This is an optimization exercise on Yosys and OpenROAD, whose aim is small area, not a production implementation. The RTL was checked by simulation tests, not by an equivalence proof against the original design. No activity file was given, so power comes from the tool's default toggle rates.

--- flow/design.v ---
module morseio(
    input morsein,
    input clk,
    input rst,
    output reg valid,
    output reg [3:0] morse_length,
    output reg [7:0] morse_input
);
reg [31:0] cnt1;
reg [31:0] cnt0;
        reg state;
always @(posedge clk)
begin
    if (rst || valid)
    begin
        cnt1 <= 0;
        cnt0 <= 0;
        morse_length <= 0;
        morse_input <= 0;
        valid <= 0;
                if (rst) state <= 0;
    end
    else
    begin
        if (morsein)
        begin
            cnt1 <= cnt1 + 1;
            cnt0 <= 0;
        end
        else 
        begin 
            cnt0 <= cnt0 + 1;
            if (cnt0 + 1 >= 10  * 20 /2)
            begin
                    if (cnt1 >= 10  * 20 /2)
                        if (cnt1 < 300  * 20 /2)
                        begin
                            morse_input <= {morse_input, 1'b0};
                            morse_length <= morse_length + 1;
                        end
                        else if (cnt1 < 600  * 20 /2)
                        begin
                            morse_input <= {morse_input, 1'b1};
                            morse_length <= morse_length + 1;
                        end 
                        if (state)
                        begin
                            if (cnt1 >= 2000 * 20 /2)
                            begin
                                state <= 0;
                            end 
                            else if (cnt1 + 1 >= 600  * 20 /2)
                            begin
                                valid <= 1;
                            end
                            cnt0 <= 0;
                        end
                        else
                        begin 
                            if (cnt1 >= 600  * 20 /2)
                            begin
                                state <= 1;
                                cnt0 <= 0;
                            end 
                            else if (cnt0 + 1 >= 600  * 20 /2)
                            begin
                                valid <= 1;
                                cnt0 <= 0;
                            end
                        end
                cnt1 <= 0;
            end
        end
    end
end
endmodule
module morseTR(
    input [3:0] morse_length,
    input [7:0] morse_input,
    input clk,
    output reg valid_reg,
    output reg [16:0] sixteen_disp
);
reg [6:0] morse_index;
reg valid;
wire [16:0] sixteen_disp_arr [0:60];
assign sixteen_disp_arr[0] = 'h00000;  
assign sixteen_disp_arr[1] = 'h1000C;  
assign sixteen_disp_arr[6] = 'h09371;  
assign sixteen_disp_arr[7] = 'h00200;  
assign sixteen_disp_arr[8] = 'h01400;  
assign sixteen_disp_arr[9] = 'h04100;  
assign sixteen_disp_arr[11] = 'h0AA00;  
assign sixteen_disp_arr[12] = 'h04000;  
assign sixteen_disp_arr[13] = 'h08800;  
assign sixteen_disp_arr[14] = 'h10000;  
assign sixteen_disp_arr[15] = 'h04400;  
assign sixteen_disp_arr[16] = 'h044FF;  
assign sixteen_disp_arr[17] = 'h0040C;  
assign sixteen_disp_arr[18] = 'h08877;  
assign sixteen_disp_arr[19] = 'h0083F;  
assign sixteen_disp_arr[20] = 'h0888C;  
assign sixteen_disp_arr[21] = 'h090B3;  
assign sixteen_disp_arr[22] = 'h088FB;  
assign sixteen_disp_arr[23] = 'h0000F;  
assign sixteen_disp_arr[24] = 'h088FF;  
assign sixteen_disp_arr[25] = 'h088BF;  
assign sixteen_disp_arr[26] = 'h02200;  
assign sixteen_disp_arr[27] = 'h04200;  
assign sixteen_disp_arr[29] = 'h08830;  
assign sixteen_disp_arr[31] = 'h12807;  
assign sixteen_disp_arr[32] = 'h00AF7;  
assign sixteen_disp_arr[33] = 'h088CF;  
assign sixteen_disp_arr[34] = 'h02A3F;  
assign sixteen_disp_arr[35] = 'h000F3;  
assign sixteen_disp_arr[36] = 'h0223F;  
assign sixteen_disp_arr[37] = 'h080F3;  
assign sixteen_disp_arr[38] = 'h080C3;  
assign sixteen_disp_arr[39] = 'h008FB;  
assign sixteen_disp_arr[40] = 'h088CC;  
assign sixteen_disp_arr[41] = 'h02233;  
assign sixteen_disp_arr[42] = 'h0007C;  
assign sixteen_disp_arr[43] = 'h094C0;  
assign sixteen_disp_arr[44] = 'h000F0;  
assign sixteen_disp_arr[45] = 'h005CC;  
assign sixteen_disp_arr[46] = 'h011CC;  
assign sixteen_disp_arr[47] = 'h000FF;  
assign sixteen_disp_arr[48] = 'h088C7;  
assign sixteen_disp_arr[49] = 'h010FF;  
assign sixteen_disp_arr[50] = 'h098C7;  
assign sixteen_disp_arr[51] = 'h088BB;  
assign sixteen_disp_arr[52] = 'h02203;  
assign sixteen_disp_arr[53] = 'h000FC;  
assign sixteen_disp_arr[54] = 'h044C0;  
assign sixteen_disp_arr[55] = 'h050CC;  
assign sixteen_disp_arr[56] = 'h05500;  
assign sixteen_disp_arr[57] = 'h088BC;  
assign sixteen_disp_arr[58] = 'h04433;  
assign sixteen_disp_arr[59] = 'h00030;  
assign sixteen_disp_arr[2] = 'h00000;
assign sixteen_disp_arr[3] = 'h00000;
assign sixteen_disp_arr[4] = 'h00000;
assign sixteen_disp_arr[5] = 'h00000;
assign sixteen_disp_arr[10] = 'h00000;
assign sixteen_disp_arr[28] = 'h00000;
assign sixteen_disp_arr[30] = 'h00000;
assign sixteen_disp_arr[60] = 'h00000;
always @(*)
begin
    morse_index = 0;
    valid = 1'b0;
    case (morse_length)
        0: begin  
            morse_index = 0;  
            valid = 1'b0;
        end
        1: begin  
            if (morse_input[0] == 1'b0) begin morse_index = 37; valid = 1'b1; end  
            else if (morse_input[0] == 1'b1) begin morse_index = 52; valid = 1'b1; end  
        end
        2: begin  
            if (morse_input[1:0] == 2'b00) begin morse_index = 41; valid = 1'b1; end  
            else if (morse_input[1:0] == 2'b01) begin morse_index = 33; valid = 1'b1; end  
            else if (morse_input[1:0] == 2'b10) begin morse_index = 46; valid = 1'b1; end  
            else if (morse_input[1:0] == 2'b11) begin morse_index = 45; valid = 1'b1; end  
        end
        3: begin  
            if (morse_input[2:0] == 3'b000) begin morse_index = 51; valid = 1'b1; end  
            else if (morse_input[2:0] == 3'b001) begin morse_index = 53; valid = 1'b1; end  
            else if (morse_input[2:0] == 3'b010) begin morse_index = 50; valid = 1'b1; end  
            else if (morse_input[2:0] == 3'b011) begin morse_index = 55; valid = 1'b1; end  
            else if (morse_input[2:0] == 3'b100) begin morse_index = 36; valid = 1'b1; end  
            else if (morse_input[2:0] == 3'b110) begin morse_index = 39; valid = 1'b1; end  
            else if (morse_input[2:0] == 3'b111) begin morse_index = 47; valid = 1'b1; end  
        end
        4: begin  
            if (morse_input[3:0] == 4'b0000) begin morse_index = 40; valid = 1'b1; end  
            else if (morse_input[3:0] == 4'b0001) begin morse_index = 54; valid = 1'b1; end  
            else if (morse_input[3:0] == 4'b0010) begin morse_index = 38; valid = 1'b1; end  
            else if (morse_input[3:0] == 4'b0100) begin morse_index = 44; valid = 1'b1; end  
            else if (morse_input[3:0] == 4'b0110) begin morse_index = 48; valid = 1'b1; end  
            else if (morse_input[3:0] == 4'b0111) begin morse_index = 42; valid = 1'b1; end  
            else if (morse_input[3:0] == 4'b1000) begin morse_index = 34; valid = 1'b1; end  
            else if (morse_input[3:0] == 4'b1001) begin morse_index = 56; valid = 1'b1; end  
            else if (morse_input[3:0] == 4'b1010) begin morse_index = 35; valid = 1'b1; end  
            else if (morse_input[3:0] == 4'b1011) begin morse_index = 57; valid = 1'b1; end  
            else if (morse_input[3:0] == 4'b1100) begin morse_index = 58; valid = 1'b1; end  
            else if (morse_input[3:0] == 4'b1101) begin morse_index = 49; valid = 1'b1; end  
        end
        5: begin  
            if (morse_input[4:0] == 5'b10001) begin morse_index = 29; valid = 1'b1; end  
            else if (morse_input[4:0] == 5'b11111) begin morse_index = 21; valid = 1'b1; end  
            else if (morse_input[4:0] == 5'b00001) begin morse_index = 20; valid = 1'b1; end  
            else if (morse_input[4:0] == 5'b00011) begin morse_index = 19; valid = 1'b1; end  
            else if (morse_input[4:0] == 5'b00111) begin morse_index = 18; valid = 1'b1; end  
            else if (morse_input[4:0] == 5'b01111) begin morse_index = 17; valid = 1'b1; end  
            else if (morse_input[4:0] == 5'b10000) begin morse_index = 22; valid = 1'b1; end  
            else if (morse_input[4:0] == 5'b11000) begin morse_index = 23; valid = 1'b1; end  
            else if (morse_input[4:0] == 5'b11100) begin morse_index = 24; valid = 1'b1; end  
            else if (morse_input[4:0] == 5'b11110) begin morse_index = 25; valid = 1'b1; end  
            else if (morse_input[4:0] == 5'b11111) begin morse_index = 16; valid = 1'b1; end  
            else if (morse_input[4:0] == 5'b10010) begin morse_index = 15; valid = 1'b1; end  
            else if (morse_input[4:0] == 5'b10110) begin morse_index = 8; valid = 1'b1; end  
        end
        6: begin  
            if (morse_input[5:0] == 6'b001100) begin morse_index = 31; valid = 1'b1; end  
            else if (morse_input[5:0] == 6'b101010) begin morse_index = 27; valid = 1'b1; end  
            else if (morse_input[5:0] == 6'b110011) begin morse_index = 12; valid = 1'b1; end  
            else if (morse_input[5:0] == 6'b100001) begin morse_index = 13; valid = 1'b1; end  
            else if (morse_input[5:0] == 6'b101101) begin morse_index = 9; valid = 1'b1; end  
            else if (morse_input[5:0] == 6'b011110) begin morse_index = 7; valid = 1'b1; end  
            else if (morse_input[5:0] == 6'b010101) begin morse_index = 11; valid = 1'b1; end  
            else if (morse_input[5:0] == 6'b111000) begin morse_index = 26; valid = 1'b1; end  
            else if (morse_input[5:0] == 6'b001101) begin morse_index = 59; valid = 1'b1; end  
        end
        7: begin  
            if (morse_input[6:0] == 7'b1011001) begin morse_index = 1; valid = 1'b1; end  
            else if (morse_input[6:0] == 7'b0101110) begin morse_index = 6; valid = 1'b1; end  
            else if (morse_input[6:0] == 7'b0101010) begin morse_index = 14; valid = 1'b1; end  
            else if (morse_input[6:0] == 7'b0110010) begin morse_index = 32; valid = 1'b1; end  
            else if (morse_input == 7'b0000000) morse_index = 0;    valid = 1'b1;  
        end
        default: begin
            morse_index = 0;  
            valid = 1'b0;
        end
    endcase
end
always @(posedge clk)
    begin
        sixteen_disp <= sixteen_disp_arr[morse_index];
        valid_reg <= valid;
    end
endmodule
module morseMain(
    input din,
    input clk,
    input rst,
    output reg [16:0] sixteen_disp
);
wire [16:0] sixteen_disp_buf;
wire [3:0] morse_length;
wire [7:0] morse_input;
wire validio;
wire validtr;
reg isiovalid;
morseio io(
    .morsein(din),
    .clk(clk),
    .rst(rst),
    .valid(validio),
    .morse_length(morse_length),
    .morse_input(morse_input)
);
morseTR tr(
    .morse_length(morse_length),
    .morse_input(morse_input),
    .clk(clk),
    .valid_reg(validtr),
    .sixteen_disp(sixteen_disp_buf)
);
always @(posedge clk)
if (rst)
begin
    isiovalid <= 0;
    sixteen_disp <= 0;
end
else 
begin
    if (validio) isiovalid <= 1;
    if ((isiovalid||validio)&&validtr)
    begin
        sixteen_disp <= sixteen_disp_buf;
        isiovalid <= 0;
    end
end
endmodule
--- flow/run.sh ---
#!/bin/bash
# synth_recipe.tcl (not shown) runs the flow's synth.tcl, then flattens the netlist and writes it again
# the make line also repeats each setting of config.mk as NAME=value (left out here)
make -C /OpenROAD-flow-scripts/flow DESIGN_CONFIG=/design/flow/config.mk WORK_HOME=/design/flow/orfs CLKGATE_MAP_FILE= SYNTH_SCRIPT=/design/flow/synth_recipe.tcl finish
--- flow/config.mk ---
export PLATFORM = sky130hd
export DESIGN_NAME = morseMain
export DESIGN_NICKNAME = morseMain
export VERILOG_FILES = /design/flow/design.v
export SDC_FILE = /design/flow/constraint.sdc
export NUM_CORES = 4
export LEC_CHECK = 0
export CAP_MARGIN = 20
export CORE_MARGIN = 2
export CORE_UTILIZATION = 40
export SLEW_MARGIN = 20
--- flow/constraint.sdc ---
create_clock -name core_clock -period 10.0 [get_ports {clk}]
set_input_delay 2.0000 -clock core_clock [delete_from_list [all_inputs] [get_ports {clk}]]
set_output_delay 2.0000 -clock core_clock [all_outputs]
set_load 0.01 [all_outputs]
==> results.yml <==
drt:
  wirelength_mm: 19.4
  drtIter0Drc: 694
  viasPerCell: 5.99
  wl_per_cell_um: 15.8
  drtPass1Iterations: 5
  drc: 0
  antenna_left: 0
  vias: 7361
setup_path:
  critPathLaunchType: "flip-flop"
  critical-path-top-delay-family: "simple AND/OR/NAND/NOR gates"
  cp_data_arrival_time_ns: 4.82
  crit_path_frequent_cell: "nand2_1"
  reg2regPathDepth: 10
  critical_path_buf_inv_count: 0
  crit_path_max_fanout: 29
  critPathCaptureType: "flip-flop"
  worst-setup-path-type: "reg2reg"
  critPathSlowestCell: "nand2_1"
  critical_path.max_stage_delay_ns: 0.84
  rrSetupSlack_ns: 5.44
  path_cells: "ha_1 > nand2_1 > nor4_4 > o211ai_1 > nor2b_1 > or4_1 > a211o_1 > nor3_2 > nand2_1 > a311oi_1"
  regToRegEndpoint: "io.cnt1[21]$_SDFFE_PP0P_"
  reg2reg_from: "io.cnt0[0]$_SDFF_PP0_"
  cp.required_ns: 10.27
synth:
  synth.area.mux_share_pct: 2.15
  synthAdderAreaFrac_pct: 1.33
  async_flop_share_pct: 0
  synth_top_family_by_area: "simple AND/OR/NAND/NOR gates"
  syn_avg_cell_area_um2: 7.32
  ys_seq_area_share_pct: 29.7
  ys.flop_type: "dfxtp_1"
  synth-xor-area-share_pct: 2.91
  yosys_warnings: 3
  synth_compound_area_share_pct: 26.2
  synth_cell_types: 87
  synthSimpleGateAreaFrac_pct: 30.9
  synth_edf_count: 1
  synth.ff_latch_count: 111
  netlist_instances: 1027
  synth_area_um2: 7510
place:
  io_buffers: 19
  gp_congestion: 0.866
  hpwl_mm: 12.7
cts:
  clk_path_buf_depth: 2
  post_cts_buffers: 0
  cts.clk_slew.worst_paths_ns: 0.08
  clkSinkCount: 111
  cts_root_buf: "clkbuf_16"
  cts_hold_buf: 0
  clock_latency_ns: 0.37
  htreeDepth: 3
  cts_resized: 0
  numCtsBuffers: 9
  tritoncts: "built"
worst_hold_path:
  min_path_cells: 2
  hold_start: "tr.sixteen_disp[15]$_DFF_P_"
  min_path_type: "reg2reg"
  hold_path_end: "sixteen_disp[15]$_SDFFE_PP0P_"
timing:
  slew_headroom_pct: 28.3
  whs_ns: 0.426
  setup_viol: 0
  clock_skew_ns: 0.0116
  final_hold_viol_count: 0
  fin_setup_tns_ns: 0
  drv_slew: 0
  fmax_mhz: 219
  rsz0062_at_grt: "no"
  min_period_ns: 4.56
  finalCritPeriodShare_pct: 45.6
  tightest_slew_ns: 1.07
floorplan:
  core_area_um2: 18600
  boundaryPins: 20
  dieArea_um2: 19900
  rows: 50
  die_x_um: 141
  die_h_um: 141
  initial_core_util_pct: 40.4
global_route:
  grt_pass1_wl_mm: 32.0
  grt_max_degree: 56
  grt_util_met2_pct: 31.6
  grt_use_total_pct: 19.2
  met3_usage_pct: 3.94
  use_met1_pct: 25.5
  busiest_layer: "met2"
  grt_pass1_vias: 6447
  antenna_found_initial: 0
  grt-ovfl-total: 0
final_layout:
  num_antenna_cells: 0
  layout-drive-gt1-share_pct: 5.43
  reg.largest.list: "io.cnt0 (32), io.cnt1 (32)"
  syn2layout_area_growth_pct: 6.81
  final_net_count: 1000
  fillCellCount: 1876
run:
  drv_cap: 0
status:
  status: "timing/DRC/antenna clean"
power:
  power.leakage_nw: 2.61
  ir_drop_mv: 0.0865
  power.density_nw_per_um2: 107
[area by class of cell]
class                   count  area (um2)  share of cell area (%)
inverters                  18        67.6                   0.842
multi-input cells         819        4870                    60.6
clock inverters             4        53.8                   0.670
well taps                 234         293                    3.65
repair buffers             30         268                    3.34
clock buffers              12         246                    3.07
flip-flops and latches    111        2230                    27.8
[layout by cell type (no fill, tap or decap), types with 7 or more instances in the layout]
cell and n:
a211o_1 7, a211oi_1 11, a21oi_1 76, a22oi_1 7
a311oi_1 20, a31oi_1 26, and3_1 14, buf_4 11
clkbuf_16 9, clkdlybuf4s50_1 18, conb_1 19, dfxtp_1 110
ha_1 8, inv_1 18, mux2i_1 15, nand2_1 141
nand2b_1 10, nand3_1 50, nand3b_1 7, nand4_1 14
nor2_1 89, nor2b_1 11, nor3_1 36, nor4_1 17
o211ai_1 9, o21ai_0 54, o22ai_1 9, o311ai_0 7
or2_2 7, or3_1 8, xnor2_1 14, xor2_1 11
[cell families after synthesis]
kind of cell | count (synthesis)
mux | 16
compound gates | 294
xor+xnor | 25
other cells | 1
fa+ha+maj | 8
buf+inv | 115
simple gates | 457
flops | 111
[metrics by stage]
step	worst slack (ns)	util, %	area (um2)	power, W	instances
after floorplan	6.63	-	7580	0.000484	1045
after global placement	5.10	41.6	7720	0.000491	1212
after detailed placement	5.07	41.6	7720	0.000492	1212
after CTS	5.42	43.2	8020	0.000873	1228
after global routing	4.98	43.2	8030	0.000889	1228
final	5.44	43.2	8030	0.000860	1228
[routing by layer]
layer,up-vias,part of all wire [%],wire length [um]
met5,-,0,0
met4,0,1.6,311
met3,25,5.0,958
met2,191,47,9080
met1,3434,46,9000
li1,3711,-,-
[report_power, final]
group,leakage [nW],switching (W),internal (W)
combinational,1.56,0.0000190,0.00000789
sequential,0.904,0.00000646,0.000448
clock,0.145,0.000175,0.000203
[synthesized netlist by cell type, drive strengths merged (7+ instances only)]
| library cell | number | share of area [%] |
|---|---|---|
| a21oi | 76 | 5.1 |
| a22oi | 7 | 0.70 |
| nand2 | 141 | 7.0 |
| dfxtp | 110 | 29 |
| inv | 18 | 0.90 |
| or2 | 7 | 0.58 |
| nor2b | 13 | 1.1 |
| buf | 30 | 2.3 |
| nand4 | 16 | 1.6 |
| mux2i | 15 | 2.0 |
| nor4 | 19 | 1.8 |
| xnor2 | 14 | 1.6 |
| or4 | 7 | 0.75 |
| o211ai | 9 | 0.90 |
| and3 | 16 | 1.4 |
| o21ai | 55 | 3.7 |
| nor2 | 90 | 4.5 |
| nand3b | 7 | 0.70 |
| nand3 | 51 | 3.6 |
| clkbuf | 67 | 3.5 |
| a311oi | 20 | 2.3 |
| ha | 8 | 1.3 |
| o22ai | 9 | 0.75 |
| a211oi | 12 | 1.2 |
| o311ai | 8 | 0.93 |
| and2 | 7 | 0.60 |
| a211o | 7 | 0.82 |
| a31oi | 26 | 2.2 |
| or3 | 9 | 0.77 |
| xor2 | 11 | 1.3 |
| nand2b | 10 | 0.83 |
| nor3 | 37 | 2.5 |
[worst min-delay path: stages, from the launching register on]
cell,delay [ns]
dfxtp_1,0.30
nand2_1,0.05
a21oi_1,0.05
[how the worst max path moves through the flow]
| stage | to | slack (ns) | cells past startpoint | start |
|---|---|---|---|---|
| finish | io.cnt1[21]$_SDFFE_PP0P_ | 5.44 | 10 | io.cnt0[0]$_SDFF_PP0_ |
| global route | io.cnt1[21]$_SDFFE_PP0P_ | 4.98 | 10 | io.cnt0[0]$_SDFF_PP0_ |
| CTS | io.cnt1[21]$_SDFFE_PP0P_ | 5.42 | 10 | io.cnt0[0]$_SDFF_PP0_ |
| detailed placement | io.cnt0[2]$_SDFF_PP0_ | 5.07 | 7 | rst |
| global placement | io.cnt0[2]$_SDFF_PP0_ | 5.10 | 7 | rst |
| floorplan | io.cnt0[1]$_SDFF_PP0_ | 6.63 | 6 | rst |

## separate check: timing with driven ports
No port has a modelled driver above. Below, the same layout with a new extraction and two added sets of constraints.
Step 1 sets driving cells, clkbuf_16 on the clock port and buf_2 on the other inputs (assumed; they add their load-dependent delay and slew).
Step 2 times the ports against the registers' clock, not the clock port: input delays grow and output delays shrink by t, the midpoint of the rising clock arrivals with the driver on.
Slacks: no drivers / after step 1 / after step 2; pairs: no drivers / after step 1.
shift t [ns]: 0.405
setup WS [ns]: 5.441 / 5.441 / 5.048
worst register clock-pin slew, ns: 0.08 / 0.08
cell pins on the clock port's net: 1
After both steps this run still meets setup and hold. The setup slack of this run moves by 0.000 ns with the drivers and by -0.393 ns with both steps.
